From an optimization exercise on the open Yosys and OpenROAD flow, aimed at small area and a short achievable clock period; shortcuts taken in it are not production practice. Function was checked by simulation only, so behaviour that the tests miss may differ from the original. Power and IR drop assume default switching activity.

## flow/design.v (module list and top-level ports; edited modules follow where they fit)
// module fir_15: 1815 lines
// module cpa32: 261 lines
// module ost: 422 lines
// module ores: 7 lines
// module rg: 3 lines
// module fa1: 4 lines
// module ha1: 4 lines
module fir_15 #
  (
    parameter integer C_S00_AXIS_TDATA_WIDTH  = 32,
    parameter integer C_M00_AXIS_TDATA_WIDTH  = 32
  )
  (
  input wire  s00_axis_aclk, s00_axis_aresetn,
  input wire  s00_axis_tlast, s00_axis_tvalid,
  input wire [C_S00_AXIS_TDATA_WIDTH-1 : 0] s00_axis_tdata,
  input wire [(C_S00_AXIS_TDATA_WIDTH/8)-1: 0] s00_axis_tstrb,
  output logic  s00_axis_tready,
  input wire  m00_axis_tready,
  output logic  m00_axis_tvalid, m00_axis_tlast,
  output logic [C_M00_AXIS_TDATA_WIDTH-1 : 0] m00_axis_tdata,
  output logic [(C_M00_AXIS_TDATA_WIDTH/8)-1: 0] m00_axis_tstrb
  );
  // ...
==> flow/flow/run.sh <==
#!/bin/bash
# The standard layout (the standard.sh, unchanged synthesis and steps), except that
# the port buffers that global placement inserts are plain sky130_fd_sc_hd__buf_4 cells.
# make's full output goes to standard.log here; each ORFS step keeps its own log under orfs/logs/.
set -euo pipefail
export BUFFER_PORTS_ARGS="-buffer_cell sky130_fd_sc_hd__buf_4"
bash standard.sh > standard.log 2>&1
==> flow/standard.sh <==
#!/bin/bash
# synth_recipe.tcl (not shown) runs the flow's synth.tcl, then flattens the netlist and writes it again
# the make line also repeats each setting of config.mk as NAME=value (left out here)
make -C /OpenROAD-flow-scripts/flow DESIGN_CONFIG=/design/flow/config.mk WORK_HOME=/design/flow/orfs CLKGATE_MAP_FILE= SYNTH_SCRIPT=/design/flow/synth_recipe.tcl "${@:-finish}"
==> flow/config.mk <==
export PLATFORM = sky130hd
export DESIGN_NAME = fir_15
export DESIGN_NICKNAME = fir_15
export VERILOG_FILES = /design/flow/design.v
export SDC_FILE = /design/flow/constraint.sdc
export NUM_CORES = 4
export LEC_CHECK = 0
export CAP_MARGIN = 20
export CORE_MARGIN = 2
export CORE_UTILIZATION = 65
export CTS_CLUSTER_DIAMETER = 80
export CTS_CLUSTER_SIZE = 32
export SETUP_SLACK_MARGIN = 4.0
export SLEW_MARGIN = 20
export SYNTH_HIERARCHICAL = 1
export SYNTH_MINIMUM_KEEP_SIZE = 0
==> flow/constraint.sdc <==
create_clock -name core_clock -period 7.5 [get_ports {s00_axis_aclk}]
set_input_delay 1.5000 -clock core_clock [delete_from_list [all_inputs] [get_ports {s00_axis_aclk}]]
set_output_delay 1.5000 -clock core_clock [all_outputs]
set_load 0.01 [all_outputs]
==> impl_metrics.yaml, run 1 <==
finish:
  nClkBuffers: 39
  layout_commonest_cell: "nor2_1"
  seq-cell-share_pct: 30.94
  max_flop_register: "s"
  drive_gt1_share_pct: 11.41
  final_area_mm2: 0.04391
power_and_ir_drop:
  pwr-share-clk_pct: 23.7
  seqPwrFrac_pct: 39.7
  power.group.top: "sequential cells"
  fin_total_pwr_mw: 10.41
  switching_share_pct: 34.37
critical_path:
  worstPathRequired_ns: 7.97
  worstPathCellList: "buf_16 -> and2_4 -> inv_1 -> fa_1 -> ha_2 -> fa_2 -> nand3_4 -> nand2_2 -> fa_2 -> a21oi_2 -> xnor2_1 -> mux2i_1 -> nor2_1"
  worstSetupEndpointType: "register"
  critPathBufInv: 2
  timing.rr.start: "xr[2]"
  slowest_delay_ns: 0.50
  rrSetupSlack_ns: 4.02
  cp_common_cell: "fa_2"
detailed_routing:
  wl_met2_um: 41900
  dr.max_layer_used: "met4"
  dr.pass1.iters: 5
  ant_nets: 0
place:
  dp_cells: 4166
  dp_hpwl_um: 56060
  pre_cts_slack_ns: 2.912
synthesis:
  yosysWarnings: 7
  synth.avg_cell_area_um2: 11.98
  syn_inst: 3294
grt:
  grt_overflow: 0
  use_met2_pct: 47.16
  gr-usage-all-layers_pct: 26.79
status:
  status: "timing/DRC/antenna clean"
floorplanning:
  taps: 782
  rows: 90
  die_width_um: 250.4
  die_h_um: 250.4
  dieArea_mm2: 0.06270
hold_path:
  holdPathEnd: "c2[1]"
timing:
  final_hold_viol_count: 0
cts:
  cts_root_buf: "clkbuf_16"
  tritoncts: "built"
==> run 2: changes to the inputs <==
--- a/flow/design.v
+++ b/flow/design.v
@@ -19,86 +19,87 @@
   wire [31:0] x = s00_axis_tvalid ? s00_axis_tdata : 32'd0;
   logic [31:0] xr, xrr;
   logic [14:0] v, l;
   logic [14:0][3:0] s;
   assign s00_axis_tready = m00_axis_tready;
   assign m00_axis_tvalid = v[14];
   assign m00_axis_tlast  = l[14];
   assign m00_axis_tstrb  = s[14];
+  logic [31:0] xrrr;
   logic [31:0] y1; wire [31:0] y1_d;
   logic [6:0] c1; wire [6:0] c1_d;
   wire f1_s, f1_c;
-  fa1 f1 (.a(~xrr[0]), .b(~xr[1]), .c(~xr[0]), .s(f1_s), .co(f1_c));
+  fa1 f1 (.a(~xrrr[0]), .b(~xrr[1]), .c(~xrr[0]), .s(f1_s), .co(f1_c));
   wire f2_s, f2_c;
-  fa1 f2 (.a(~xrr[1]), .b(~xr[2]), .c(~xr[1]), .s(f2_s), .co(f2_c));
+  fa1 f2 (.a(~xrrr[1]), .b(~xrr[2]), .c(~xrr[1]), .s(f2_s), .co(f2_c));
   wire f3_s, f3_c;
-  fa1 f3 (.a(~xrr[2]), .b(~xr[3]), .c(~xr[2]), .s(f3_s), .co(f3_c));
+  fa1 f3 (.a(~xrrr[2]), .b(~xrr[3]), .c(~xrr[2]), .s(f3_s), .co(f3_c));
   wire f4_s, f4_c;
-  fa1 f4 (.a(~xrr[3]), .b(~xr[4]), .c(~xr[3]), .s(f4_s), .co(f4_c));
+  fa1 f4 (.a(~xrrr[3]), .b(~xrr[4]), .c(~xrr[3]), .s(f4_s), .co(f4_c));
   wire f5_s, f5_c;
-  fa1 f5 (.a(~xrr[4]), .b(~xr[5]), .c(~xr[4]), .s(f5_s), .co(f5_c));
+  fa1 f5 (.a(~xrrr[4]), .b(~xrr[5]), .c(~xrr[4]), .s(f5_s), .co(f5_c));
   wire f6_s, f6_c;
-  fa1 f6 (.a(~xrr[5]), .b(~xr[6]), .c(~xr[5]), .s(f6_s), .co(f6_c));
+  fa1 f6 (.a(~xrrr[5]), .b(~xrr[6]), .c(~xrr[5]), .s(f6_s), .co(f6_c));
   wire f7_s, f7_c;
-  fa1 f7 (.a(~xrr[6]), .b(~xr[7]), .c(~xr[6]), .s(f7_s), .co(f7_c));
+  fa1 f7 (.a(~xrrr[6]), .b(~xrr[7]), .c(~xrr[6]), .s(f7_s), .co(f7_c));
   wire f8_s, f8_c;
-  fa1 f8 (.a(~xrr[7]), .b(~xr[8]), .c(~xr[7]), .s(f8_s), .co(f8_c));
+  fa1 f8 (.a(~xrrr[7]), .b(~xrr[8]), .c(~xrr[7]), .s(f8_s), .co(f8_c));
   wire f9_s, f9_c;
-  fa1 f9 (.a(~xrr[8]), .b(~xr[9]), .c(~xr[8]), .s(f9_s), .co(f9_c));
+  fa1 f9 (.a(~xrrr[8]), .b(~xrr[9]), .c(~xrr[8]), .s(f9_s), .co(f9_c));
   wire f10_s, f10_c;
-  fa1 f10 (.a(~xrr[9]), .b(~xr[10]), .c(~xr[9]), .s(f10_s), .co(f10_c));
+  fa1 f10 (.a(~xrrr[9]), .b(~xrr[10]), .c(~xrr[9]), .s(f10_s), .co(f10_c));
   wire f11_s, f11_c;
-  fa1 f11 (.a(~xrr[10]), .b(~xr[11]), .c(~xr[10]), .s(f11_s), .co(f11_c));
+  fa1 f11 (.a(~xrrr[10]), .b(~xrr[11]), .c(~xrr[10]), .s(f11_s), .co(f11_c));
   wire f12_s, f12_c;
-  fa1 f12 (.a(~xrr[11]), .b(~xr[12]), .c(~xr[11]), .s(f12_s), .co(f12_c));
+  fa1 f12 (.a(~xrrr[11]), .b(~xrr[12]), .c(~xrr[11]), .s(f12_s), .co(f12_c));
   wire f13_s, f13_c;
-  fa1 f13 (.a(~xrr[12]), .b(~xr[13]), .c(~xr[12]), .s(f13_s), .co(f13_c));
+  fa1 f13 (.a(~xrrr[12]), .b(~xrr[13]), .c(~xrr[12]), .s(f13_s), .co(f13_c));
   wire f14_s, f14_c;
-  fa1 f14 (.a(~xrr[13]), .b(~xr[14]), .c(~xr[13]), .s(f14_s), .co(f14_c));
+  fa1 f14 (.a(~xrrr[13]), .b(~xrr[14]), .c(~xrr[13]), .s(f14_s), .co(f14_c));
   wire f15_s, f15_c;
-  fa1 f15 (.a(~xrr[14]), .b(~xr[15]), .c(~xr[14]), .s(f15_s), .co(f15_c));
+  fa1 f15 (.a(~xrrr[14]), .b(~xrr[15]), .c(~xrr[14]), .s(f15_s), .co(f15_c));
   wire f16_s, f16_c;
-  fa1 f16 (.a(~xrr[15]), .b(~xr[16]), .c(~xr[15]), .s(f16_s), .co(f16_c));
+  fa1 f16 (.a(~xrrr[15]), .b(~xrr[16]), .c(~xrr[15]), .s(f16_s), .co(f16_c));
   wire f17_s, f17_c;
-  fa1 f17 (.a(~xrr[16]), .b(~xr[17]), .c(~xr[16]), .s(f17_s), .co(f17_c));
+  fa1 f17 (.a(~xrrr[16]), .b(~xrr[17]), .c(~xrr[16]), .s(f17_s), .co(f17_c));
   wire f18_s, f18_c;
-  fa1 f18 (.a(~xrr[17]), .b(~xr[18]), .c(~xr[17]), .s(f18_s), .co(f18_c));
+  fa1 f18 (.a(~xrrr[17]), .b(~xrr[18]), .c(~xrr[17]), .s(f18_s), .co(f18_c));
   wire f19_s, f19_c;
-  fa1 f19 (.a(~xrr[18]), .b(~xr[19]), .c(~xr[18]), .s(f19_s), .co(f19_c));
+  fa1 f19 (.a(~xrrr[18]), .b(~xrr[19]), .c(~xrr[18]), .s(f19_s), .co(f19_c));
   wire f20_s, f20_c;
-  fa1 f20 (.a(~xrr[19]), .b(~xr[20]), .c(~xr[19]), .s(f20_s), .co(f20_c));
+  fa1 f20 (.a(~xrrr[19]), .b(~xrr[20]), .c(~xrr[19]), .s(f20_s), .co(f20_c));
   wire f21_s, f21_c;
-  fa1 f21 (.a(~xrr[20]), .b(~xr[21]), .c(~xr[20]), .s(f21_s), .co(f21_c));
+  fa1 f21 (.a(~xrrr[20]), .b(~xrr[21]), .c(~xrr[20]), .s(f21_s), .co(f21_c));
   wire f22_s, f22_c;
-  fa1 f22 (.a(~xrr[21]), .b(~xr[22]), .c(~xr[21]), .s(f22_s), .co(f22_c));
+  fa1 f22 (.a(~xrrr[21]), .b(~xrr[22]), .c(~xrr[21]), .s(f22_s), .co(f22_c));
   wire f23_s, f23_c;
-  fa1 f23 (.a(~xrr[22]), .b(~xr[23]), .c(~xr[22]), .s(f23_s), .co(f23_c));
+  fa1 f23 (.a(~xrrr[22]), .b(~xrr[23]), .c(~xrr[22]), .s(f23_s), .co(f23_c));
   wire f24_s, f24_c;
-  fa1 f24 (.a(~xrr[23]), .b(~xr[24]), .c(~xr[23]), .s(f24_s), .co(f24_c));
+  fa1 f24 (.a(~xrrr[23]), .b(~xrr[24]), .c(~xrr[23]), .s(f24_s), .co(f24_c));
   wire f25_s, f25_c;
-  fa1 f25 (.a(~xrr[24]), .b(~xr[25]), .c(~xr[24]), .s(f25_s), .co(f25_c));
+  fa1 f25 (.a(~xrrr[24]), .b(~xrr[25]), .c(~xrr[24]), .s(f25_s), .co(f25_c));
   wire f26_s, f26_c;
-  fa1 f26 (.a(~xrr[25]), .b(~xr[26]), .c(~xr[25]), .s(f26_s), .co(f26_c));
+  fa1 f26 (.a(~xrrr[25]), .b(~xrr[26]), .c(~xrr[25]), .s(f26_s), .co(f26_c));
   wire f27_s, f27_c;
-  fa1 f27 (.a(~xrr[26]), .b(~xr[27]), .c(~xr[26]), .s(f27_s), .co(f27_c));
+  fa1 f27 (.a(~xrrr[26]), .b(~xrr[27]), .c(~xrr[26]), .s(f27_s), .co(f27_c));
   wire f28_s, f28_c;
-  fa1 f28 (.a(~xrr[27]), .b(~xr[28]), .c(~xr[27]), .s(f28_s), .co(f28_c));
+  fa1 f28 (.a(~xrrr[27]), .b(~xrr[28]), .c(~xrr[27]), .s(f28_s), .co(f28_c));
   wire f29_s, f29_c;
-  fa1 f29 (.a(~xrr[28]), .b(~xr[29]), .c(~xr[28]), .s(f29_s), .co(f29_c));
+  fa1 f29 (.a(~xrrr[28]), .b(~xrr[29]), .c(~xrr[28]), .s(f29_s), .co(f29_c));
   wire f30_s, f30_c;
-  fa1 f30 (.a(~xrr[29]), .b(~xr[30]), .c(~xr[29]), .s(f30_s), .co(f30_c));
+  fa1 f30 (.a(~xrrr[29]), .b(~xrr[30]), .c(~xrr[29]), .s(f30_s), .co(f30_c));
   wire f31_s, f31_c;
-  fa1 f31 (.a(~xrr[30]), .b(~xr[31]), .c(~xr[30]), .s(f31_s), .co(f31_c));
+  fa1 f31 (.a(~xrrr[30]), .b(~xrr[31]), .c(~xrr[30]), .s(f31_s), .co(f31_c));
   wire f32_s = f1_c ^ f2_s ^ 1'b1;
   wire f32_c = (f1_c & f2_s) | (f1_c & 1'b1) | (f2_s & 1'b1);
   wire h33_s, h33_c;
   ha1 h33 (.a(f2_c), .b(f3_s), .s(h33_s), .co(h33_c));
-  wire r34_s = ~xr[0] ^ 1'b1;
-  wire r34_c = ~xr[0] & 1'b1;
+  wire r34_s = ~xrr[0] ^ 1'b1;
+  wire r34_c = ~xrr[0] & 1'b1;
   assign y1_d[0] = r34_s;
   wire r35_s, r35_c;
   ha1 r35 (.a(f1_s), .b(r34_c), .s(r35_s), .co(r35_c));
   assign y1_d[1] = r35_s;
   wire r36_s, r36_c;
   ha1 r36 (.a(f32_s), .b(r35_c), .s(r36_s), .co(r36_c));
   assign y1_d[2] = r36_s;
   wire r37_s, r37_c;
@@ -192,76 +193,76 @@
   wire r64_s, r64_c;
   fa1 r64 (.a(f29_c), .b(f30_s), .c(r63_c), .s(r64_s), .co(r64_c));
   assign y1_d[30] = r64_s;
   wire r65_s, r65_c;
   fa1 r65 (.a(f30_c), .b(f31_s), .c(r64_c), .s(r65_s), .co(r65_c));
   assign y1_d[31] = r65_s;
   logic [31:0] y2; wire [31:0] y2_d;
   logic [6:0] c2; wire [6:0] c2_d;
-  wire f66_s = y1[2] ^ ~xr[0] ^ 1'b1;
-  wire f66_c = (y1[2] & ~xr[0]) | (y1[2] & 1'b1) | (~xr[0] & 1'b1);
+  wire f66_s = y1[2] ^ ~xrr[0] ^ 1'b1;
+  wire f66_c = (y1[2] & ~xrr[0]) | (y1[2] & 1'b1) | (~xrr[0] & 1'b1);
   wire h67_s, h67_c;
-  ha1 h67 (.a(y1[3]), .b(~xr[1]), .s(h67_s), .co(h67_c));
+  ha1 h67 (.a(y1[3]), .b(~xrr[1]), .s(h67_s), .co(h67_c));
   wire f68_s, f68_c;
-  fa1 f68 (.a(y1[4]), .b(c1[0]), .c(~xr[2]), .s(f68_s), .co(f68_c));
+  fa1 f68 (.a(y1[4]), .b(c1[0]), .c(~xrr[2]), .s(f68_s), .co(f68_c));
   wire h69_s, h69_c;
-  ha1 h69 (.a(y1[5]), .b(~xr[3]), .s(h69_s), .co(h69_c));
+  ha1 h69 (.a(y1[5]), .b(~xrr[3]), .s(h69_s), .co(h69_c));
   wire h70_s, h70_c;
-  ha1 h70 (.a(y1[6]), .b(~xr[4]), .s(h70_s), .co(h70_c));
+  ha1 h70 (.a(y1[6]), .b(~xrr[4]), .s(h70_s), .co(h70_c));
   wire h71_s, h71_c;
-  ha1 h71 (.a(y1[7]), .b(~xr[5]), .s(h71_s), .co(h71_c));
+  ha1 h71 (.a(y1[7]), .b(~xrr[5]), .s(h71_s), .co(h71_c));
   wire f72_s, f72_c;
-  fa1 f72 (.a(y1[8]), .b(c1[1]), .c(~xr[6]), .s(f72_s), .co(f72_c));
+  fa1 f72 (.a(y1[8]), .b(c1[1]), .c(~xrr[6]), .s(f72_s), .co(f72_c));
   wire h73_s, h73_c;
-  ha1 h73 (.a(y1[9]), .b(~xr[7]), .s(h73_s), .co(h73_c));
+  ha1 h73 (.a(y1[9]), .b(~xrr[7]), .s(h73_s), .co(h73_c));
   wire h74_s, h74_c;
-  ha1 h74 (.a(y1[10]), .b(~xr[8]), .s(h74_s), .co(h74_c));
+  ha1 h74 (.a(y1[10]), .b(~xrr[8]), .s(h74_s), .co(h74_c));
   wire h75_s, h75_c;
-  ha1 h75 (.a(y1[11]), .b(~xr[9]), .s(h75_s), .co(h75_c));
+  ha1 h75 (.a(y1[11]), .b(~xrr[9]), .s(h75_s), .co(h75_c));
   wire f76_s, f76_c;
-  fa1 f76 (.a(y1[12]), .b(c1[2]), .c(~xr[10]), .s(f76_s), .co(f76_c));
+  fa1 f76 (.a(y1[12]), .b(c1[2]), .c(~xrr[10]), .s(f76_s), .co(f76_c));
   wire h77_s, h77_c;
-  ha1 h77 (.a(y1[13]), .b(~xr[11]), .s(h77_s), .co(h77_c));
+  ha1 h77 (.a(y1[13]), .b(~xrr[11]), .s(h77_s), .co(h77_c));
   wire h78_s, h78_c;
-  ha1 h78 (.a(y1[14]), .b(~xr[12]), .s(h78_s), .co(h78_c));
+  ha1 h78 (.a(y1[14]), .b(~xrr[12]), .s(h78_s), .co(h78_c));
   wire h79_s, h79_c;
-  ha1 h79 (.a(y1[15]), .b(~xr[13]), .s(h79_s), .co(h79_c));
+  ha1 h79 (.a(y1[15]), .b(~xrr[13]), .s(h79_s), .co(h79_c));
   wire f80_s, f80_c;
-  fa1 f80 (.a(y1[16]), .b(c1[3]), .c(~xr[14]), .s(f80_s), .co(f80_c));
+  fa1 f80 (.a(y1[16]), .b(c1[3]), .c(~xrr[14]), .s(f80_s), .co(f80_c));
   wire h81_s, h81_c;
-  ha1 h81 (.a(y1[17]), .b(~xr[15]), .s(h81_s), .co(h81_c));
+  ha1 h81 (.a(y1[17]), .b(~xrr[15]), .s(h81_s), .co(h81_c));
   wire h82_s, h82_c;
-  ha1 h82 (.a(y1[18]), .b(~xr[16]), .s(h82_s), .co(h82_c));
+  ha1 h82 (.a(y1[18]), .b(~xrr[16]), .s(h82_s), .co(h82_c));
   wire h83_s, h83_c;
-  ha1 h83 (.a(y1[19]), .b(~xr[17]), .s(h83_s), .co(h83_c));
+  ha1 h83 (.a(y1[19]), .b(~xrr[17]), .s(h83_s), .co(h83_c));
   wire f84_s, f84_c;
-  fa1 f84 (.a(y1[20]), .b(c1[4]), .c(~xr[18]), .s(f84_s), .co(f84_c));
+  fa1 f84 (.a(y1[20]), .b(c1[4]), .c(~xrr[18]), .s(f84_s), .co(f84_c));
   wire h85_s, h85_c;
-  ha1 h85 (.a(y1[21]), .b(~xr[19]), .s(h85_s), .co(h85_c));
+  ha1 h85 (.a(y1[21]), .b(~xrr[19]), .s(h85_s), .co(h85_c));
   wire h86_s, h86_c;
-  ha1 h86 (.a(y1[22]), .b(~xr[20]), .s(h86_s), .co(h86_c));
+  ha1 h86 (.a(y1[22]), .b(~xrr[20]), .s(h86_s), .co(h86_c));
   wire h87_s, h87_c;
-  ha1 h87 (.a(y1[23]), .b(~xr[21]), .s(h87_s), .co(h87_c));
+  ha1 h87 (.a(y1[23]), .b(~xrr[21]), .s(h87_s), .co(h87_c));
   wire f88_s, f88_c;
-  fa1 f88 (.a(y1[24]), .b(c1[5]), .c(~xr[22]), .s(f88_s), .co(f88_c));
+  fa1 f88 (.a(y1[24]), .b(c1[5]), .c(~xrr[22]), .s(f88_s), .co(f88_c));
   wire h89_s, h89_c;
-  ha1 h89 (.a(y1[25]), .b(~xr[23]), .s(h89_s), .co(h89_c));
+  ha1 h89 (.a(y1[25]), .b(~xrr[23]), .s(h89_s), .co(h89_c));
   wire h90_s, h90_c;
-  ha1 h90 (.a(y1[26]), .b(~xr[24]), .s(h90_s), .co(h90_c));
+  ha1 h90 (.a(y1[26]), .b(~xrr[24]), .s(h90_s), .co(h90_c));
   wire h91_s, h91_c;
-  ha1 h91 (.a(y1[27]), .b(~xr[25]), .s(h91_s), .co(h91_c));
+  ha1 h91 (.a(y1[27]), .b(~xrr[25]), .s(h91_s), .co(h91_c));
   wire f92_s, f92_c;
-  fa1 f92 (.a(y1[28]), .b(c1[6]), .c(~xr[26]), .s(f92_s), .co(f92_c));
+  fa1 f92 (.a(y1[28]), .b(c1[6]), .c(~xrr[26]), .s(f92_s), .co(f92_c));
   wire h93_s, h93_c;
-  ha1 h93 (.a(y1[29]), .b(~xr[27]), .s(h93_s), .co(h93_c));
+  ha1 h93 (.a(y1[29]), .b(~xrr[27]), .s(h93_s), .co(h93_c));
   wire h94_s, h94_c;
-  ha1 h94 (.a(y1[30]), .b(~xr[28]), .s(h94_s), .co(h94_c));
+  ha1 h94 (.a(y1[30]), .b(~xrr[28]), .s(h94_s), .co(h94_c));
   wire h95_s, h95_c;
-  ha1 h95 (.a(y1[31]), .b(~xr[29]), .s(h95_s), .co(h95_c));
+  ha1 h95 (.a(y1[31]), .b(~xrr[29]), .s(h95_s), .co(h95_c));
   assign y2_d[0] = y1[0];
   assign y2_d[1] = y1[1];
   assign y2_d[2] = f66_s;
   wire r96_s, r96_c;
   ha1 r96 (.a(f66_c), .b(h67_s), .s(r96_s), .co(r96_c));
   assign y2_d[3] = r96_s;
   assign c2_d[0] = r96_c;
   wire r97_s, r97_c;
@@ -349,88 +350,84 @@
   fa1 r122 (.a(f92_c), .b(h93_s), .c(r121_c), .s(r122_s), .co(r122_c));
   assign y2_d[29] = r122_s;
   wire r123_s, r123_c;
   fa1 r123 (.a(h93_c), .b(h94_s), .c(r122_c), .s(r123_s), .co(r123_c));
   assign y2_d[30] = r123_s;
   wire r124_s, r124_c;
   fa1 r124 (.a(h94_c), .b(h95_s), .c(r123_c), .s(r124_s), .co(r124_c));
   assign y2_d[31] = r124_s;
-  logic [31:0] y3; wire [31:0] y3_d;
-  logic [6:0] c3; wire [6:0] c3_d;
-  assign y3_d = y2;
-  assign c3_d = c2;
   logic [31:0] y4; wire [31:0] y4_d;
   logic [6:0] c4; wire [6:0] c4_d;
   wire f125_s, f125_c;
-  fa1 f125 (.a(y3[3]), .b(xr[3]), .c(xr[0]), .s(f125_s), .co(f125_c));
+  fa1 f125 (.a(y2[3]), .b(xr[3]), .c(xr[0]), .s(f125_s), .co(f125_c));
   wire f126_s, f126_c;
-  fa1 f126 (.a(y3[4]), .b(c3[0]), .c(xr[4]), .s(f126_s), .co(f126_c));
+  fa1 f126 (.a(y2[4]), .b(c2[0]), .c(xr[4]), .s(f126_s), .co(f126_c));
   wire f127_s, f127_c;
-  fa1 f127 (.a(y3[5]), .b(xr[5]), .c(xr[2]), .s(f127_s), .co(f127_c));
+  fa1 f127 (.a(y2[5]), .b(xr[5]), .c(xr[2]), .s(f127_s), .co(f127_c));
   wire f128_s, f128_c;
-  fa1 f128 (.a(y3[6]), .b(xr[6]), .c(xr[3]), .s(f128_s), .co(f128_c));
+  fa1 f128 (.a(y2[6]), .b(xr[6]), .c(xr[3]), .s(f128_s), .co(f128_c));
   wire f129_s, f129_c;
-  fa1 f129 (.a(y3[7]), .b(xr[7]), .c(xr[4]), .s(f129_s), .co(f129_c));
+  fa1 f129 (.a(y2[7]), .b(xr[7]), .c(xr[4]), .s(f129_s), .co(f129_c));
   wire f130_s, f130_c;
-  fa1 f130 (.a(y3[8]), .b(c3[1]), .c(xr[8]), .s(f130_s), .co(f130_c));
+  fa1 f130 (.a(y2[8]), .b(c2[1]), .c(xr[8]), .s(f130_s), .co(f130_c));
   wire f131_s, f131_c;
-  fa1 f131 (.a(y3[9]), .b(xr[9]), .c(xr[6]), .s(f131_s), .co(f131_c));
+  fa1 f131 (.a(y2[9]), .b(xr[9]), .c(xr[6]), .s(f131_s), .co(f131_c));
   wire f132_s, f132_c;
-  fa1 f132 (.a(y3[10]), .b(xr[10]), .c(xr[7]), .s(f132_s), .co(f132_c));
+  fa1 f132 (.a(y2[10]), .b(xr[10]), .c(xr[7]), .s(f132_s), .co(f132_c));
   wire f133_s, f133_c;
-  fa1 f133 (.a(y3[11]), .b(xr[11]), .c(xr[8]), .s(f133_s), .co(f133_c));
+  fa1 f133 (.a(y2[11]), .b(xr[11]), .c(xr[8]), .s(f133_s), .co(f133_c));
   wire f134_s, f134_c;
-  fa1 f134 (.a(y3[12]), .b(c3[2]), .c(xr[12]), .s(f134_s), .co(f134_c));
+  fa1 f134 (.a(y2[12]), .b(c2[2]), .c(xr[12]), .s(f134_s), .co(f134_c));
   wire f135_s, f135_c;
-  fa1 f135 (.a(y3[13]), .b(xr[13]), .c(xr[10]), .s(f135_s), .co(f135_c));
+  fa1 f135 (.a(y2[13]), .b(xr[13]), .c(xr[10]), .s(f135_s), .co(f135_c));
   wire f136_s, f136_c;
-  fa1 f136 (.a(y3[14]), .b(xr[14]), .c(xr[11]), .s(f136_s), .co(f136_c));
+  fa1 f136 (.a(y2[14]), .b(xr[14]), .c(xr[11]), .s(f136_s), .co(f136_c));
   wire f137_s, f137_c;
-  fa1 f137 (.a(y3[15]), .b(xr[15]), .c(xr[12]), .s(f137_s), .co(f137_c));
+  fa1 f137 (.a(y2[15]), .b(xr[15]), .c(xr[12]), .s(f137_s), .co(f137_c));
   wire f138_s, f138_c;
-  fa1 f138 (.a(y3[16]), .b(c3[3]), .c(xr[16]), .s(f138_s), .co(f138_c));
+  fa1 f138 (.a(y2[16]), .b(c2[3]), .c(xr[16]), .s(f138_s), .co(f138_c));
   wire f139_s, f139_c;
-  fa1 f139 (.a(y3[17]), .b(xr[17]), .c(xr[14]), .s(f139_s), .co(f139_c));
+  fa1 f139 (.a(y2[17]), .b(xr[17]), .c(xr[14]), .s(f139_s), .co(f139_c));
   wire f140_s, f140_c;
-  fa1 f140 (.a(y3[18]), .b(xr[18]), .c(xr[15]), .s(f140_s), .co(f140_c));
+  fa1 f140 (.a(y2[18]), .b(xr[18]), .c(xr[15]), .s(f140_s), .co(f140_c));
   wire f141_s, f141_c;
-  fa1 f141 (.a(y3[19]), .b(xr[19]), .c(xr[16]), .s(f141_s), .co(f141_c));
+  fa1 f141 (.a(y2[19]), .b(xr[19]), .c(xr[16]), .s(f141_s), .co(f141_c));
   wire f142_s, f142_c;
-  fa1 f142 (.a(y3[20]), .b(c3[4]), .c(xr[20]), .s(f142_s), .co(f142_c));
+  fa1 f142 (.a(y2[20]), .b(c2[4]), .c(xr[20]), .s(f142_s), .co(f142_c));
   wire f143_s, f143_c;
-  fa1 f143 (.a(y3[21]), .b(xr[21]), .c(xr[18]), .s(f143_s), .co(f143_c));
+  fa1 f143 (.a(y2[21]), .b(xr[21]), .c(xr[18]), .s(f143_s), .co(f143_c));
   wire f144_s, f144_c;
-  fa1 f144 (.a(y3[22]), .b(xr[22]), .c(xr[19]), .s(f144_s), .co(f144_c));
+  fa1 f144 (.a(y2[22]), .b(xr[22]), .c(xr[19]), .s(f144_s), .co(f144_c));
   wire f145_s, f145_c;
-  fa1 f145 (.a(y3[23]), .b(xr[23]), .c(xr[20]), .s(f145_s), .co(f145_c));
+  fa1 f145 (.a(y2[23]), .b(xr[23]), .c(xr[20]), .s(f145_s), .co(f145_c));
   wire f146_s, f146_c;
-  fa1 f146 (.a(y3[24]), .b(c3[5]), .c(xr[24]), .s(f146_s), .co(f146_c));
+  fa1 f146 (.a(y2[24]), .b(c2[5]), .c(xr[24]), .s(f146_s), .co(f146_c));
   wire f147_s, f147_c;
-  fa1 f147 (.a(y3[25]), .b(xr[25]), .c(xr[22]), .s(f147_s), .co(f147_c));
+  fa1 f147 (.a(y2[25]), .b(xr[25]), .c(xr[22]), .s(f147_s), .co(f147_c));
   wire f148_s, f148_c;
-  fa1 f148 (.a(y3[26]), .b(xr[26]), .c(xr[23]), .s(f148_s), .co(f148_c));
+  fa1 f148 (.a(y2[26]), .b(xr[26]), .c(xr[23]), .s(f148_s), .co(f148_c));
   wire f149_s, f149_c;
-  fa1 f149 (.a(y3[27]), .b(xr[27]), .c(xr[24]), .s(f149_s), .co(f149_c));
+  fa1 f149 (.a(y2[27]), .b(xr[27]), .c(xr[24]), .s(f149_s), .co(f149_c));
   wire f150_s, f150_c;
-  fa1 f150 (.a(y3[28]), .b(c3[6]), .c(xr[28]), .s(f150_s), .co(f150_c));
+  fa1 f150 (.a(y2[28]), .b(c2[6]), .c(xr[28]), .s(f150_s), .co(f150_c));
   wire f151_s, f151_c;
-  fa1 f151 (.a(y3[29]), .b(xr[29]), .c(xr[26]), .s(f151_s), .co(f151_c));
+  fa1 f151 (.a(y2[29]), .b(xr[29]), .c(xr[26]), .s(f151_s), .co(f151_c));
   wire f152_s, f152_c;
-  fa1 f152 (.a(y3[30]), .b(xr[30]), .c(xr[27]), .s(f152_s), .co(f152_c));
+  fa1 f152 (.a(y2[30]), .b(xr[30]), .c(xr[27]), .s(f152_s), .co(f152_c));
   wire f153_s, f153_c;
-  fa1 f153 (.a(y3[31]), .b(xr[31]), .c(xr[28]), .s(f153_s), .co(f153_c));
+  fa1 f153 (.a(y2[31]), .b(xr[31]), .c(xr[28]), .s(f153_s), .co(f153_c));
   wire r154_s, r154_c;
-  ha1 r154 (.a(y3[0]), .b(xr[0]), .s(r154_s), .co(r154_c));
+  ha1 r154 (.a(y2[0]), .b(xr[0]), .s(r154_s), .co(r154_c));
   assign y4_d[0] = r154_s;
   wire r155_s, r155_c;
-  fa1 r155 (.a(y3[1]), .b(xr[1]), .c(r154_c), .s(r155_s), .co(r155_c));
+  fa1 r155 (.a(y2[1]), .b(xr[1]), .c(r154_c), .s(r155_s), .co(r155_c));
   assign y4_d[1] = r155_s;
   wire r156_s, r156_c;
-  fa1 r156 (.a(y3[2]), .b(xr[2]), .c(r155_c), .s(r156_s), .co(r156_c));
+  fa1 r156 (.a(y2[2]), .b(xr[2]), .c(r155_c), .s(r156_s), .co(r156_c));
   assign y4_d[2] = r156_s;
   wire r157_s, r157_c;
   ha1 r157 (.a(f125_s), .b(r156_c), .s(r157_s), .co(r157_c));
   assign y4_d[3] = r157_s;
   assign c4_d[0] = r157_c;
   wire r158_s, r158_c;
   fa1 r158 (.a(f125_c), .b(f126_s), .c(xr[1]), .s(r158_s), .co(r158_c));
   assign y4_d[4] = r158_s;
@@ -1611,16 +1608,22 @@
     rg u (.rst(rst), .en(en), .n(l_n[i]), .q(l_q[i]), .d(l_r[i]));
   end
   wire [59:0] s_n = {s[13:0], s00_axis_tstrb};
   wire [59:0] s_q = s;
   wire [59:0] s_r;
   for (genvar i = 0; i < 60; i++) begin : g_s
     rg u (.rst(rst), .en(en), .n(s_n[i]), .q(s_q[i]), .d(s_r[i]));
   end
+  wire [31:0] xrrr_n = xrr;
+  wire [31:0] xrrr_q = xrrr;
+  wire [31:0] xrrr_r;
+  for (genvar i = 0; i < 32; i++) begin : g_xrrr
+    rg u (.rst(rst), .en(en), .n(xrrr_n[i]), .q(xrrr_q[i]), .d(xrrr_r[i]));
+  end
   wire [31:0] y1_n = y1_d;
   wire [31:0] y1_q = y1;
   wire [31:0] y1_r;
   for (genvar i = 0; i < 32; i++) begin : g_y1
     rg u (.rst(rst), .en(en), .n(y1_n[i]), .q(y1_q[i]), .d(y1_r[i]));
   end
   wire [6:0] c1_n = c1_d;
   wire [6:0] c1_q = c1;
@@ -1635,28 +1638,16 @@
     rg u (.rst(rst), .en(en), .n(y2_n[i]), .q(y2_q[i]), .d(y2_r[i]));
   end
   wire [6:0] c2_n = c2_d;
   wire [6:0] c2_q = c2;
   wire [6:0] c2_r;
   for (genvar i = 0; i < 7; i++) begin : g_c2
     rg u (.rst(rst), .en(en), .n(c2_n[i]), .q(c2_q[i]), .d(c2_r[i]));
   end
-  wire [31:0] y3_n = y3_d;
-  wire [31:0] y3_q = y3;
-  wire [31:0] y3_r;
-  for (genvar i = 0; i < 32; i++) begin : g_y3
-    rg u (.rst(rst), .en(en), .n(y3_n[i]), .q(y3_q[i]), .d(y3_r[i]));
-  end
-  wire [6:0] c3_n = c3_d;
-  wire [6:0] c3_q = c3;
-  wire [6:0] c3_r;
-  for (genvar i = 0; i < 7; i++) begin : g_c3
-    rg u (.rst(rst), .en(en), .n(c3_n[i]), .q(c3_q[i]), .d(c3_r[i]));
-  end
   wire [31:0] y4_n = y4_d;
   wire [31:0] y4_q = y4;
   wire [31:0] y4_r;
   for (genvar i = 0; i < 32; i++) begin : g_y4
     rg u (.rst(rst), .en(en), .n(y4_n[i]), .q(y4_q[i]), .d(y4_r[i]));
   end
   wire [6:0] c4_n = c4_d;
   wire [6:0] c4_q = c4;
@@ -1779,22 +1770,21 @@
     rg u (.rst(rst), .en(en), .n(op_n[i]), .q(op_q[i]), .d(op_r[i]));
   end
   always_ff @(posedge s00_axis_aclk) begin
     xr <= xr_r;
     xrr <= xrr_r;
     v <= v_r;
     l <= l_r;
     s <= s_r;
+    xrrr <= xrrr_r;
     y1 <= y1_r;
     c1 <= c1_r;
     y2 <= y2_r;
     c2 <= c2_r;
-    y3 <= y3_r;
-    c3 <= c3_r;
     y4 <= y4_r;
     c4 <= c4_r;
     y5 <= y5_r;
     c5 <= c5_r;
     y6 <= y6_r;
     c6 <= c6_r;
     y7 <= y7_r;
     c7 <= c7_r;
==> flow/config.mk (replaced) <==
export PLATFORM = sky130hd
export DESIGN_NAME = fir_15
export DESIGN_NICKNAME = fir_15
export VERILOG_FILES = /design/flow/design.v
export SDC_FILE = /design/flow/constraint.sdc
export NUM_CORES = 4
export LEC_CHECK = 0
export CAP_MARGIN = 20
export CORE_MARGIN = 2
export CORE_UTILIZATION = 65
export CTS_CLUSTER_DIAMETER = 60
export CTS_CLUSTER_SIZE = 24
export SETUP_SLACK_MARGIN = 4.0
export SLEW_MARGIN = 20
export SYNTH_HIERARCHICAL = 1
export SYNTH_MINIMUM_KEEP_SIZE = 0
==> run 2 against run 1 <==
Cell count down 0.21%. Largest cell class unchanged. Critical path depth down 11. Sequential cell count down 8. Highest routed layer unchanged.
==> impl_metrics.yaml, run 2 <==
cts:
  cts_root_buf: "clkbuf_16"
  clockBufferDepth: 3
  tritoncts: "built"
  clk_pin_slew_ns: 0.08
  cts.sinks: 668
  cts_max_level: 2
  numCtsBuffers: 49
  cts_hold_buf: 0
  clk_latency_ns: 0.61
floorplanning:
  start_util_pct: 65.40
  die_h_um: 249.8
  core_mm2: 0.06002
  pin_count: 80
  dieArea_mm2: 0.06238
  die_width_um: 249.8
  rows: 90
critical_path:
  slowest_delay_ns: 0.26
  ff2ff_path_depth: 12
  critPathBufInv: 2
  crit_cells: 2
  slowest_stage: "buf_12"
  worstPathRequired_ns: 6.00
  worstPathCellList: "buf_12 -> buf_4"
  rrSetupSlack_ns: 4.09
  critPathKind: "input port to output port"
  path_max_fanout: 45
  crit_family: "buffers and inverters"
  r2r_end: "o0[13]"
  worstSetupEndpointType: "output port"
  timing.rr.start: "xr[11]"
  crit_path_start_kind: "input port"
  arrival_ns: 1.99
finish:
  largest_register_ffs: 60
  drive_gt1_share_pct: 10.61
  final_util_pct: 72.64
  layout_commonest_cell: "nor2_1"
  layout_common_cells: "nor2_1 (684), mux2i_1 (668), dfxtp_1 (646)"
  fillCellCount: 4228
  final_cells: 4296
  max_flop_register: "s"
  regArea_mm2: 0.01343
  multi_input_area_mm2: 0.02516
  nets: 4260
  area_delta_synth_final_pct: 11.07
  final_area_mm2: 0.04360
  n_antenna_cell: 0
place:
  postPlaceCellArea_mm2: 0.04100
  io_buffers: 79
  pre_cts_slack_ns: 3.023
  dp_hpwl_um: 54280
  gp_congestion: 0.8171
  dp_cells: 4166
detailed_routing:
  drc: 0
  vias: 23580
  ant_nets: 0
  vias_per_cell: 5.489
  drt_wl_total_um: 77160
  dr.pass1.iters: 5
  first_iter_violations: 1043
  wl_per_cell_um: 17.96
hold_path:
  hold_path.class: "register to register"
  holdPathEnd: "o1[0]"
  hold_path_depth: 2
  hp-start: "o1[0]"
timing:
  drv_slew: 0
  final_hold_viol_count: 0
  max_freq_mhz: 286.2
  tightestPinTransition_ns: 1.260
  worst_slack_ns: 4.006
  setup_viol: 0
  fin_crit_sh_pct: 46.59
  clock_skew_ns: 0.01601
  rsz0062_at_grt: "true"
  slew_headroom_pct: 16.02
  finalCriticalPeriod_ns: 3.494
power_and_ir_drop:
  p_int_mw: 7.044
  seqPwrFrac_pct: 38.5
  pwr-share-clk_pct: 27.0
  power.leakage_nw: 20.36
  power.switching_mw: 3.584
  switching_share_pct: 33.72
  p_comb_share_pct: 34.5
  powerDensity_mw_per_mm2: 243.8
  ir_drop_mv: 0.1805
grt:
  first_global_vias: 25660
  gr-usage-all-layers_pct: 25.73
  grt_pass1_wl_um: 130100
  grt_max_degree: 227
  grt_overflow: 0
  antenna_found_initial: 4
flow_run:
  maxCapViolCount: 0
synthesis:
  syn_inst: 3295
  synthesis.area_mm2: 0.03926
  synth.avg_cell_area_um2: 11.91
  yosysWarnings: 7
status:
  status: "timing/DRC/antenna clean"
-- run 2: power groups by stage --
stage	clock network (mW)	registers, mW	logic (mW)
finish	2.87	4.09	3.66
CTS	2.96	4.09	3.52
floorplan	0	4.14	2.57
detailed placement	0	4.19	3.39
global placement	0	4.17	3.25
global route	3.08	4.14	4.10
-- run 2: area by class of cell --
type	instances	area share, %
sequential	668	30.80
clock inverter	37	1.065
inverter	210	1.822
clock buffer	51	2.876
multi-input combinational	2393	57.71
timing repair buffer	155	3.490
tap	782	2.244
-- run 2: worst max path at each step --
stage / from / endpoint
after CTS: xr[26] / o1[21]
after global placement: s00_axis_tvalid / o1[13]
after detailed placement: s00_axis_tvalid / o1[13]
after global routing: xr[7] / o1[5]
final: m00_axis_tready / s00_axis_tready
after floorplan: s00_axis_aresetn / c10[0]
-- run 2: what timing repair did --
item                       4_1_cts  5_1_grt
gates resized for setup         85       58
pin swaps                        5       26
buffers inserted                25       14
gates cloned                     0        2
setup endpoints to repair       89       49
-- run 2: layer usage --
| metal | GRT usage [%] | routed length [um] | up-vias | share of wire (%) |
|---|---|---|---|---|
| met3 | 2.607 | 1952 | 97 | 2.5 |
| met2 | 45.13 | 39800 | 259 | 52 |
| met1 | 34.46 | 33540 | 11980 | 43 |
| met5 | 0 | 0 | - | 0 |
| met4 | 6.609 | 1859 | 0 | 2.4 |
| li1 | - | - | 11240 | - |
-- run 2: per-stage QoR --
stage / total power, mW / hold slack (ns) / TNS [ns]
floorplan: 6.712 / 0.4544 / -244.60
global placement: 7.427 / 0.4671 / 0
detailed placement: 7.573 / 0.4792 / 0
CTS: 10.58 / 0.5003 / 0
global route: 11.32 / 0.5207 / 0
finish: 10.63 / 0.4947 / 0
==> run 3: changes to the inputs <==
--- a/flow/config.mk
+++ b/flow/config.mk
@@ -7,9 +7,9 @@
 export LEC_CHECK = 0
 export CAP_MARGIN = 20
 export CORE_MARGIN = 2
-export CORE_UTILIZATION = 65
-export CTS_CLUSTER_DIAMETER = 60
-export CTS_CLUSTER_SIZE = 24
+export CORE_UTILIZATION = 72
+export CTS_CLUSTER_DIAMETER = 80
+export CTS_CLUSTER_SIZE = 32
 export SETUP_SLACK_MARGIN = 4.0
 export SLEW_MARGIN = 20
 export SYNTH_HIERARCHICAL = 1
==> run 3 against run 2 <==
Worst hold slack improved by 0.0055 ns. Non-clock buffer count increased by 1. Sequential cell count unchanged. Critical path type is now input port to register. Critical endpoint is now o1[13].
==> impl_metrics.yaml, run 3 <==
timing:
  finalCriticalPeriod_ns: 3.571
  tns_ns: 0
  clock_skew_ns: 0.02575
  setup_viol: 0
  max_freq_mhz: 280.0
  drv_slew: 0
  final_hold_viol_count: 0
  fin_crit_sh_pct: 47.61
  tightestPinTransition_ns: 1.221
  rsz0062_at_grt: "true"
  slew_headroom_pct: 18.63
detailed_routing:
  dr.pass1.iters: 5
  wl_per_cell_um: 18.64
  drt_wl_total_um: 78010
  drc: 0
  first_iter_violations: 1390
  vias_per_cell: 5.681
  vias: 23780
  ant_nets: 0
synthesis:
  syn_inst: 3295
  synth.avg_cell_area_um2: 11.91
  yosysWarnings: 7
  synthesis.area_mm2: 0.03926
finish:
  regArea_mm2: 0.01344
  drive_gt1_share_pct: 10.12
  area_delta_synth_final_pct: 9.712
  max_flop_register: "s"
  layout_commonest_cell: "nor2_1"
  fillCellCount: 3264
  n_antenna_cell: 0
  largest_register_ffs: 60
  nets: 4249
  layout_common_cells: "nor2_1 (684), mux2i_1 (668), dfxtp_1 (645)"
  multi_input_area_mm2: 0.02518
  final_util_pct: 80.03
floorplanning:
  dieArea_mm2: 0.05640
  core_mm2: 0.05381
  die_h_um: 237.5
  die_width_um: 237.5
  pin_count: 80
  rows: 85
  start_util_pct: 72.95
critical_path:
  critPathKind: "input port to register"
  timing.rr.start: "xr[15]"
  cp_common_cell: "fa_2"
  worstSetupEndpointType: "register"
  path_max_fanout: 8
  arrival_ns: 4.07
  slowest_stage: "fa_1"
  worstSetupStartpoint: "s00_axis_tvalid"
  worstPathRequired_ns: 8.00
  crit_path_start_kind: "input port"
  worstPathCellList: "buf_16 -> and2_2 -> inv_1 -> fa_1 -> ha_2 -> fa_2 -> nand3_2 -> nand2_2 -> fa_2 -> a21oi_2 -> xnor2_1 -> mux2i_1 -> nor2_1"
  crit_family: "adder cells"
  critPathBufInv: 2
  slowest_delay_ns: 0.51
  rrSetupSlack_ns: 4.00
hold_path:
  hold_path.class: "register to register"
  hp-start: "xrrr[15]"
grt:
  grt_max_degree: 245
  grt_overflow: 0
  gr-usage-all-layers_pct: 28.71
  grt_pass1_wl_um: 130200
  antenna_found_initial: 6
  first_global_vias: 26090
cts:
  cts_root_buf: "clkbuf_16"
  clk_pin_slew_ns: 0.09
  numCtsBuffers: 37
  tritoncts: "built"
  cts_max_level: 2
  clockBufferDepth: 3
  cts_hold_buf: 0
  cts.sinks: 668
  clk_latency_ns: 0.59
place:
  gp_congestion: 0.8170
  dp_hpwl_um: 53930
  io_buffers: 79
power_and_ir_drop:
  powerDensity_mw_per_mm2: 237.0
  power.leakage_nw: 20.14
  ir_drop_mv: 0.1762
status:
  status: "timing/DRC/antenna clean"
flow_run:
  maxCapViolCount: 0
-- run 3: layout make-up --
type,instances,area share (%)
clock inverters,18,0.5200
clock buffers,44,2.304
repair buffers,156,3.620
inverters,210,1.854
well taps,696,2.022
multi-input cells,2393,58.47
flip-flops and latches,668,31.21
-- run 3: timing repair --
item                       4_1_cts  5_1_grt
pin swaps                        8       31
buffers inserted                28       17
gates cloned                     1        2
setup endpoints to repair      104       51
resized for setup               98       62
-- run 3: metal layers --
metal  wire [um]  up-vias  GRT usage [%]  part of all wire, %
met5           0        -              0                    0
met4        2174        0          8.329                  2.8
met3        2491      130          2.938                  3.2
met2       41640      305          51.91                   53
met1       31710    12180          36.86                   41
li1            -    11160              -                    -
-- run 3: worst reg2reg max path: stages, from the launching register on --
cell and delay [ns]:
dfxtp_2 0.33, buf_12 0.12, inv_2 0.07, fa_1 0.42, ha_1 0.30, fa_1 0.47
ha_2 0.21, fa_2 0.40, nand3_2 0.12, nand2_2 0.10, fa_2 0.38, a21oi_2 0.13
xnor2_1 0.14, mux2i_1 0.10, nor2_1 0.15
-- run 3: power by group --
group          switching (mW)  internal (mW)
Sequential              0.236           3.85
Clock                    1.28           1.03
Combinational            2.00           1.80
Total                    3.52           6.69
-- run 3: path summary, 6_finish.rpt --
path	endpoint	cells after the start
max	o1[13]	13
min	xrrr[15]	2
max reg2reg	o1[13]	14
min reg2reg	xrrr[15]	2
-- run 3: per-stage QoR --
| step | hold WS (ns) | worst slack [ns] | power [mW] | std cells | cell area, um2 |
|---|---|---|---|---|---|
| 2_1_floorplan | 0.4544 | -0.3662 | 6.712 | 3296 | 39260 |
| 3_3_place_gp | 0.4684 | 3.066 | 7.394 | 4075 | 40850 |
| 3_5_place_dp | 0.4799 | 2.973 | 7.575 | 4075 | 40850 |
| 4_1_cts | 0.5026 | 3.884 | 10.03 | 4166 | 42650 |
| 5_1_grt | 0.5199 | 3.874 | 10.84 | 4185 | 43070 |
| 6_report | 0.5002 | 3.929 | 10.21 | 4185 | 43070 |
==> run 4: changes to the inputs <==
--- a/flow/config.mk
+++ b/flow/config.mk
@@ -7,10 +7,10 @@
 export LEC_CHECK = 0
 export CAP_MARGIN = 20
 export CORE_MARGIN = 2
-export CORE_UTILIZATION = 72
+export CORE_UTILIZATION = 65
 export CTS_CLUSTER_DIAMETER = 80
 export CTS_CLUSTER_SIZE = 32
-export SETUP_SLACK_MARGIN = 4.0
+export SETUP_SLACK_MARGIN = 3.9
 export SLEW_MARGIN = 20
 export SYNTH_HIERARCHICAL = 1
 export SYNTH_MINIMUM_KEEP_SIZE = 0
==> run 4 against run 3 <==
Critical endpoint is now m00_axis_tdata[26]. Design area is 0.53% lower. Via count is 1.7% lower. Clock skew is 0.0013 ns higher. Total power is 2.3% lower. Sequential cell count stayed put. Worst hold slack worse by 0.0071 ns. Core utilization is 8.7 points lower. Clock-buffer cell count is 3 lower.
==> impl_metrics.yaml, run 4 <==
critical_path:
  ff2ff_path_depth: 13
  critPathKind: "register to output port"
  path_max_fanout: 9
  crit_path_start_kind: "register"
  rrSetupSlack_ns: 4.03
  worstSetupEndpointType: "output port"
  critPathBufInv: 2
  slowest_stage: "dfxtp_4"
  arrival_ns: 2.02
  worstPathRequired_ns: 6.00
  slowest_delay_ns: 0.38
  worstPathCellList: "a21o_4 -> a21oi_4 -> buf_12 -> mux2_2 -> buf_4"
  timing.rr.start: "xr[8]"
  r2r_end: "o0[13]"
  crit_family: "compound AO/OA/AOI/OAI gates"
timing:
  worst_slack_ns: 3.976
  tightestPinTransition_ns: 1.083
  tns_ns: 0
  finalCriticalPeriod_ns: 3.524
  clock_skew_ns: 0.02703
  final_hold_viol_count: 0
  drv_slew: 0
  setup_viol: 0
  fin_crit_sh_pct: 46.99
  slew_headroom_pct: 27.83
  max_freq_mhz: 283.7
  rsz0062_at_grt: "true"
cts:
  numCtsBuffers: 37
  cts_root_buf: "clkbuf_16"
  cts_hold_buf: 0
  clockBufferDepth: 3
  tritoncts: "built"
  clk_latency_ns: 0.59
  clk_pin_slew_ns: 0.11
  cts.sinks: 668
  cts_max_level: 2
status:
  status: "timing/DRC/antenna clean"
finish:
  n_antenna_cell: 0
  largest_register_ffs: 60
  fillCellCount: 4320
  area_delta_synth_final_pct: 9.132
  layout_common_cells: "nor2_1 (684), mux2i_1 (668), dfxtp_1 (651)"
  nets: 4238
  max_flop_register: "s"
  drive_gt1_share_pct: 9.078
  layout_commonest_cell: "nor2_1"
power_and_ir_drop:
  seqPwrFrac_pct: 41.0
  p_comb_share_pct: 35.5
  power.switching_mw: 3.444
  p_int_mw: 6.525
  powerDensity_mw_per_mm2: 232.7
  fin_total_pwr_mw: 9.969
  switching_share_pct: 34.55
  pwr-share-clk_pct: 23.5
  ir_drop_mv: 0.1726
  power.leakage_nw: 20.02
grt:
  first_global_vias: 25500
  grt_overflow: 0
  grt_max_degree: 227
  grt_pass1_wl_um: 129000
  antenna_found_initial: 4
  gr-usage-all-layers_pct: 25.53
synthesis:
  synthesis.area_mm2: 0.03926
  syn_inst: 3295
  synth.avg_cell_area_um2: 11.91
  yosysWarnings: 7
floorplanning:
  pin_count: 80
  die_width_um: 249.8
  dieArea_mm2: 0.06238
  core_mm2: 0.06002
  die_h_um: 249.8
  start_util_pct: 65.40
  rows: 90
detailed_routing:
  wl_per_cell_um: 17.73
  first_iter_violations: 1122
  ant_nets: 0
  vias_per_cell: 5.482
  drt_wl_total_um: 75600
  drc: 0
  dr.pass1.iters: 5
  vias: 23370
place:
  pre_cts_slack_ns: 3.023
  dp_hpwl_um: 54280
  gp_congestion: 0.8171
  io_buffers: 79
hold_path:
  holdPathEnd: "l[6]"
  hp-start: "l[5]"
  hold_path.class: "register to register"
  hold_path_depth: 2
flow_run:
  maxCapViolCount: 0
run 4: metrics by stage:
stage | area [um2] | cells | utilization, % | hold WS (ns)
2_1_floorplan | 39260 | 3296 | - | 0.4544
3_3_place_gp | 41000 | 4166 | 68.30 | 0.4671
3_5_place_dp | 41000 | 4166 | 68.30 | 0.4792
4_1_cts | 42560 | 4244 | 70.91 | 0.4979
5_1_grt | 42840 | 4263 | 71.38 | 0.5266
6_report | 42840 | 4263 | 71.38 | 0.4931
run 4: worst max path at each step:
stage / start / cells past startpoint / to / slack, ns
6_report: og[0] / 5 / m00_axis_tdata[26] / 3.98
5_1_grt: xr[5] / 13 / y12[31] / 3.84
4_1_cts: xr[26] / 13 / o1[21] / 3.84
3_5_place_dp: s00_axis_tvalid / 13 / o1[13] / 3.02
3_3_place_gp: s00_axis_tvalid / 13 / o1[13] / 3.03
2_1_floorplan: s00_axis_aresetn / 2 / c10[0] / -0.37
run 4: layout make-up:
cell class	count	area, um2	area share (%)
inverter	210	792.0	1.849
tap	782	978.4	2.284
sequential	668	13420	31.32
timing repair buffer	145	1388	3.239
clock inverter	24	272.8	0.6367
clock buffer	41	960.9	2.243
multi-input combinational	2393	25030	58.42
run 4: repair_timing:
action,4_1_cts,5_1_grt
endpoints found under the hold margin,0,0
setup endpoints to repair,80,39
buffers inserted,13,18
gates resized for setup,66,36
pin swaps,1,8
run 4: power groups by stage:
stage	combinational, mW	clock, mW	sequential (mW)
6_report	3.54	2.34	4.09
5_1_grt	3.98	2.53	4.14
4_1_cts	3.49	2.42	4.10
3_5_place_dp	3.39	0	4.19
3_3_place_gp	3.25	0	4.17
2_1_floorplan	2.57	0	4.14
run 4: metal layers:
| layer | track usage [%] | wire, um | vias to the layer above |
|---|---|---|---|
| met4 | 5.938 | 1645 | 0 |
| met2 | 45.07 | 39200 | 222 |
| li1 | - | - | 11170 |
| met3 | 2.826 | 1931 | 86 |
| met5 | 0 | 0 | - |
| met1 | 34.03 | 32820 | 11890 |
run 4: worst register-to-register path: stages (launching register included):
cell and delay, ns:
dfxtp_2 0.34, buf_12 0.12, inv_1 0.10, fa_1 0.44, ha_1 0.31, fa_1 0.52, ha_2 0.20, fa_2 0.39
nand3_2 0.10, nand2_2 0.08, fa_2 0.36, xor2_1 0.18, mux2i_1 0.16, nor2_1 0.06
==> run 5: changes to the inputs <==
--- a/flow/config.mk
+++ b/flow/config.mk
@@ -10,7 +10,7 @@
 export CORE_UTILIZATION = 65
 export CTS_CLUSTER_DIAMETER = 80
 export CTS_CLUSTER_SIZE = 32
-export SETUP_SLACK_MARGIN = 3.9
+export SETUP_SLACK_MARGIN = 4.0
 export SLEW_MARGIN = 20
 export SYNTH_HIERARCHICAL = 1
 export SYNTH_MINIMUM_KEEP_SIZE = 0
==> run 5 against run 4 <==
Sequential share of layout area decreased by 0.25 points. Clock-buffer cell count stayed put. Non-clock buffer count is 15 higher. Design area up 0.88%. Worst setup slack gained 0.045 ns. Global-route usage rose by 0.15 points. Sequential power hardly changed. Maximum frequency up 1.3%. Synthesized cell count stayed put. Critical endpoint is now m00_axis_tdata[28]. Largest cell class unchanged.
==> impl_metrics.yaml, run 5 <==
status:
  status: "timing/DRC/antenna clean"
critical_path:
  endpoint: "m00_axis_tdata[28]"
  worstPathRequired_ns: 6.00
  slowest_stage: "dfxtp_4"
  worstPathCellList: "a21o_4 -> a21oi_4 -> buf_12 -> mux2_2 -> buf_4"
  slowest_delay_ns: 0.37
  ff2ff_path_depth: 12
  worstSetupEndpointType: "output port"
  critPathBufInv: 2
  timing.rr.start: "xr[16]"
  crit_cells: 5
  crit_family: "compound AO/OA/AOI/OAI gates"
  rrSetupSlack_ns: 4.09
  path_max_fanout: 8
  arrival_ns: 1.98
  critPathKind: "register to output port"
  r2r_end: "o1[11]"
  worstSetupStartpoint: "og[0]"
  crit_path_start_kind: "register"
grt:
  grt_max_degree: 227
  antenna_found_initial: 4
  gr-usage-all-layers_pct: 25.68
  grt_overflow: 0
  first_global_vias: 25530
  grt_pass1_wl_um: 129600
cts:
  cts_max_level: 2
  cts.sinks: 668
  clk_pin_slew_ns: 0.11
  tritoncts: "built"
  cts_hold_buf: 0
  cts_root_buf: "clkbuf_16"
  clockBufferDepth: 3
  numCtsBuffers: 37
  clk_latency_ns: 0.59
power_and_ir_drop:
  power.leakage_nw: 20.17
  fin_total_pwr_mw: 10.15
  powerDensity_mw_per_mm2: 234.9
  ir_drop_mv: 0.1729
timing:
  tightestPinTransition_ns: 1.081
  worst_slack_ns: 4.021
  final_hold_viol_count: 0
  rsz0062_at_grt: "true"
  setup_viol: 0
  slew_headroom_pct: 27.93
  fin_crit_sh_pct: 46.38
  clock_skew_ns: 0.02758
  whs_ns: 0.4888
  max_freq_mhz: 287.5
  drv_slew: 0
  finalCriticalPeriod_ns: 3.479
  tns_ns: 0
synthesis:
  yosysWarnings: 7
  synthesis.area_mm2: 0.03926
  synth.avg_cell_area_um2: 11.91
  syn_inst: 3295
floorplanning:
  pin_count: 80
  start_util_pct: 65.40
  die_width_um: 249.8
  rows: 90
  dieArea_mm2: 0.06238
  die_h_um: 249.8
  core_mm2: 0.06002
finish:
  largest_register_ffs: 60
  final_area_mm2: 0.04322
  layout_common_cells: "nor2_1 (684), mux2i_1 (668), dfxtp_1 (648)"
  drive_gt1_share_pct: 10.07
  fillCellCount: 4271
  area_delta_synth_final_pct: 10.09
  n_antenna_cell: 0
  layout_commonest_cell: "nor2_1"
  max_flop_register: "s"
  nets: 4253
flow_run:
  maxCapViolCount: 0
place:
  gp_congestion: 0.8171
  io_buffers: 79
  dp_hpwl_um: 54280
  postPlaceCellArea_mm2: 0.04100
  pre_cts_slack_ns: 3.023
detailed_routing:
  ant_nets: 0
  wl_per_cell_um: 18.04
  first_iter_violations: 1091
  drc: 0
  vias: 23510
  vias_per_cell: 5.494
  dr.pass1.iters: 5
  drt_wl_total_um: 77150
hold_path:
  hold_path.class: "register to register"
==> run 5: worst reg2reg max path: cells and delay by family, from the launching register on <==
kind            cells  cell delay [ns]
fa+ha+maj           6             2.24
mux                 1             0.17
simple gates        1             0.05
xor+xnor            1             0.11
flops               1             0.35
buf+inv             2             0.13
compound gates      1             0.24
==> run 5: area by class of cell <==
cell class | instances | area, um2 | area share, %
Clock buffer | 41 | 960.9 | 2.223
Clock inverter | 24 | 272.8 | 0.6311
Inverter | 210 | 794.5 | 1.838
Multi-Input combinational cell | 2393 | 25190 | 58.28
Sequential cell | 668 | 13430 | 31.07
Tap cell | 782 | 978.4 | 2.264
Timing Repair Buffer | 160 | 1595 | 3.691
==> run 5: per-stage QoR <==
stage               utilization (%)  std cells
CTS                           71.22       4258
global placement              68.30       4166
global route                  72.01       4278
finish                        72.01       4278
floorplan                         -       3296
detailed placement            68.30       4166
==> run 5: what timing repair did <==
item                       4_1_cts  5_1_grt
pin swaps                        5       31
setup endpoints to repair       88       46
cloned                           0        3
resized for setup               91       57
setup buffers                   27       16
==> run 5: metal layers <==
layer  vias to the layer above  global-route usage [%]  wire [um]
li1                      11210                       -          -
met1                     11950                   34.18      33150
met2                       254                   45.41      39990
met3                        93                   2.806       2195
met4                         0                   5.990       1818
met5                         -                       0          0
==> run 5: power by group <==
part	switching, mW	leakage (nW)	total, mW	internal, mW
clock network	1.34	0.594	2.35	1.00
registers	0.234	5.46	4.09	3.86
logic	1.95	14.1	3.71	1.77
total	3.52	20.2	10.2	6.63
==> run 5: worst min path at each step <==
| stage | startpoint | to | slack, ns | cells after the start |
|---|---|---|---|---|
| 2_1_floorplan | o0[24] | o0[24] | 0.45 | 2 |
| 3_3_place_gp | o0[24] | o0[24] | 0.47 | 2 |
| 3_5_place_dp | o1[19] | o1[19] | 0.48 | 2 |
| 4_1_cts | l[5] | l[6] | 0.50 | 2 |
| 5_1_grt | v[3] | v[3] | 0.53 | 2 |
| 6_report | l[5] | l[6] | 0.49 | 2 |
==> run 6: changes to the inputs <==
--- a/flow/config.mk
+++ b/flow/config.mk
@@ -10,7 +10,7 @@
 export CORE_UTILIZATION = 65
 export CTS_CLUSTER_DIAMETER = 80
 export CTS_CLUSTER_SIZE = 32
-export SETUP_SLACK_MARGIN = 4.0
+export SETUP_SLACK_MARGIN = 4.1
 export SLEW_MARGIN = 20
 export SYNTH_HIERARCHICAL = 1
 export SYNTH_MINIMUM_KEEP_SIZE = 0
==> run 6 against run 5 <==
Sequential cell count unchanged. Via count fell by 0.17%. Synthesized cell count did not move. Routed wire length about the same. Worst hold slack improved by 0.0020 ns. Clock power about the same. Cell count hardly changed. Maximum frequency grew 1.8%. Worst setup slack gained 0.063 ns. Die area did not move. Total power grew 0.92%. Clock skew down 0.00061 ns. Highest routed layer unchanged.
==> impl_metrics.yaml, run 6 <==
detailed_routing:
  vias_per_cell: 5.481
  vias: 23460
  wl_per_cell_um: 18.00
  drc: 0
  dr.pass1.iters: 5
  drt_wl_total_um: 77080
  first_iter_violations: 1176
  ant_nets: 0
timing:
  final_hold_viol_count: 0
  slew_headroom_pct: 23.01
  drv_slew: 0
  tightestPinTransition_ns: 1.155
  setup_viol: 0
  finalCriticalPeriod_ns: 3.416
  rsz0062_at_grt: "true"
  max_freq_mhz: 292.7
  clock_skew_ns: 0.02697
  fin_crit_sh_pct: 45.55
critical_path:
  cp_common_cell: "fa_2"
  crit_path_start_kind: "input port"
  worstPathRequired_ns: 7.96
  slowest_stage: "fa_1"
  worstPathCellList: "buf_16 -> and2_4 -> inv_2 -> fa_1 -> ha_2 -> fa_2 -> nand3_2 -> nand2_2 -> fa_2 -> xor2_1 -> mux2i_1 -> nor2_1"
  ff2ff_path_depth: 13
  critPathKind: "input port to register"
  rrSetupSlack_ns: 4.12
  worstSetupEndpointType: "register"
  arrival_ns: 3.87
  slowest_delay_ns: 0.50
  path_max_fanout: 8
  r2r_end: "o0[13]"
  timing.rr.start: "xr[8]"
finish:
  final_util_pct: 72.32
  area_delta_synth_final_pct: 10.58
  largest_register_ffs: 60
  final_area_mm2: 0.04341
  drive_gt1_share_pct: 10.97
  layout_commonest_cell: "nor2_1"
  layout_common_cells: "nor2_1 (684), mux2i_1 (668), dfxtp_1 (642)"
  n_antenna_cell: 0
  final_cells: 4281
  max_flop_register: "s"
  nets: 4256
floorplanning:
  pin_count: 80
  start_util_pct: 65.40
  dieArea_mm2: 0.06238
  die_h_um: 249.8
  rows: 90
  die_width_um: 249.8
  core_mm2: 0.06002
grt:
  antenna_found_initial: 4
  gr-usage-all-layers_pct: 26.00
  first_global_vias: 25700
  grt_max_degree: 227
  grt_overflow: 0
  grt_pass1_wl_um: 130900
place:
  dp_hpwl_um: 54280
  gp_congestion: 0.8171
  io_buffers: 79
  postPlaceCellArea_mm2: 0.04100
  dp_cells: 4166
cts:
  clk_latency_ns: 0.59
  cts.sinks: 668
  clk_pin_slew_ns: 0.11
  numCtsBuffers: 37
  clockBufferDepth: 3
  cts_hold_buf: 0
  cts_root_buf: "clkbuf_16"
  tritoncts: "built"
  cts_max_level: 2
synthesis:
  synthesis.area_mm2: 0.03926
  synth.avg_cell_area_um2: 11.91
  yosysWarnings: 7
  syn_inst: 3295
hold_path:
  hold_path.class: "register to register"
  hold_path_depth: 2
  holdPathEnd: "l[6]"
  hp-start: "l[5]"
power_and_ir_drop:
  ir_drop_mv: 0.1725
  powerDensity_mw_per_mm2: 236.0
  p_int_mw: 6.696
  power.leakage_nw: 20.21
  pwr-share-clk_pct: 22.9
  seqPwrFrac_pct: 39.9
  p_comb_share_pct: 37.1
  power.switching_mw: 3.550
  switching_share_pct: 34.64
status:
  status: "timing/DRC/antenna clean"
flow_run:
  maxCapViolCount: 0
-- run 6: how the worst max path moves through the flow --
stage / end / depth (start not counted) / slack [ns] / from
final: o0[13] / 12 / 4.08 / s00_axis_tvalid
after global routing: o1[21] / 14 / 4.00 / xr[24]
after CTS: m00_axis_tdata[26] / 5 / 4.04 / og[1]
after detailed placement: o1[13] / 13 / 3.02 / s00_axis_tvalid
after global placement: o1[13] / 13 / 3.03 / s00_axis_tvalid
after floorplan: c10[0] / 2 / -0.37 / s00_axis_aresetn
-- run 6: layout make-up --
| cell class | count | area, um2 |
|---|---|---|
| clock buffer | 41 | 960.9 |
| clock inverter | 24 | 272.8 |
| fill | 4223 | 16610 |
| inverter | 210 | 802.0 |
| multi-input combinational | 2393 | 25280 |
| sequential | 668 | 13440 |
| tap | 782 | 978.4 |
| timing repair buffer | 163 | 1675 |
-- run 6: through the flow --
| stage | worst slack [ns] | hold WS, ns | total power [mW] | setup TNS, ns |
|---|---|---|---|---|
| floorplan | -0.3662 | 0.4544 | 6.712 | -244.60 |
| global placement | 3.032 | 0.4671 | 7.427 | 0 |
| detailed placement | 3.023 | 0.4792 | 7.573 | 0 |
| CTS | 4.041 | 0.4979 | 10.16 | 0 |
| global route | 4.002 | 0.5265 | 10.92 | 0 |
| finish | 4.084 | 0.4908 | 10.25 | 0 |
-- run 6: layer usage --
metal | wire, um | part of all wire, % | track usage (%) | vias to the layer above
li1 | - | - | - | 11190
met1 | 33370 | 43 | 34.48 | 11950
met2 | 39850 | 52 | 45.88 | 227
met3 | 2045 | 2.7 | 2.941 | 95
met4 | 1812 | 2.4 | 6.368 | 0
met5 | 0 | 0 | 0 | -
-- run 6: repair_timing --
| item | 4_1_cts | 5_1_grt |
|---|---|---|
| setup buffers | 39 | 7 |
| endpoints found under the setup margin | 134 | 61 |
| cloned | 3 | 0 |
| gates resized for setup | 137 | 61 |
| pin swaps | 34 | 36 |
-- run 6: worst max-delay path: cells and delay by family --
family,cells,cell delay (ns)
buf+inv,2,0.16
fa+ha+maj,4,1.45
xor+xnor,1,0.18
simple gates,4,0.42
mux,1,0.16
-- run 6: power groups by stage --
stage          logic, mW  registers [mW]  clock network (mW)
2_1_floorplan       2.57            4.14                   0
3_3_place_gp        3.25            4.17                   0
3_5_place_dp        3.39            4.19                   0
4_1_cts             3.65            4.10                2.42
5_1_grt             4.25            4.14                2.53
6_report            3.81            4.09                2.35

## port drivers added, routing unchanged
In the flow no input, the clock included, has a driving cell. The finished layouts below were timed again as built, in two steps.
Step 1, drivers: a clkbuf_16 drives s00_axis_aclk and a buf_2 each remaining input, both assumed.
Step 2 moves the port delays by t, midway between the first and last clock arrival at a register: inputs arrive t later, outputs are due t later. That takes back most of the time a late clock gives input paths.
a / b / c = no drivers / after step 1 / after step 2; a / b = the first two.
run	t (ns)	slack for setup (ns)	hold WS [ns]	worst register clock-pin slew, ns	cell pins on the clock port's net
run 1	0.659	4.015 / 3.787 / 3.128	0.504 / 0.504 / 0.504	0.11 / 0.11	1
run 2	0.665	4.006 / 3.919 / 3.255	0.495 / 0.495 / 0.495	0.09 / 0.09	1
run 3	0.643	3.929 / 3.795 / 3.153	0.500 / 0.500 / 0.500	0.11 / 0.11	1
run 4	0.643	3.976 / 3.911 / 3.338	0.493 / 0.493 / 0.493	0.11 / 0.11	1
run 5	0.644	4.021 / 3.843 / 3.199	0.489 / 0.489 / 0.489	0.11 / 0.11	1
run 6	0.645	4.084 / 3.883 / 3.238	0.491 / 0.491 / 0.491	0.11 / 0.11	1
After both steps setup and hold are still met in every run listed. The setup slack of run 1, which loses most, moves by -0.228 ns with the drivers and by -0.887 ns with both steps.
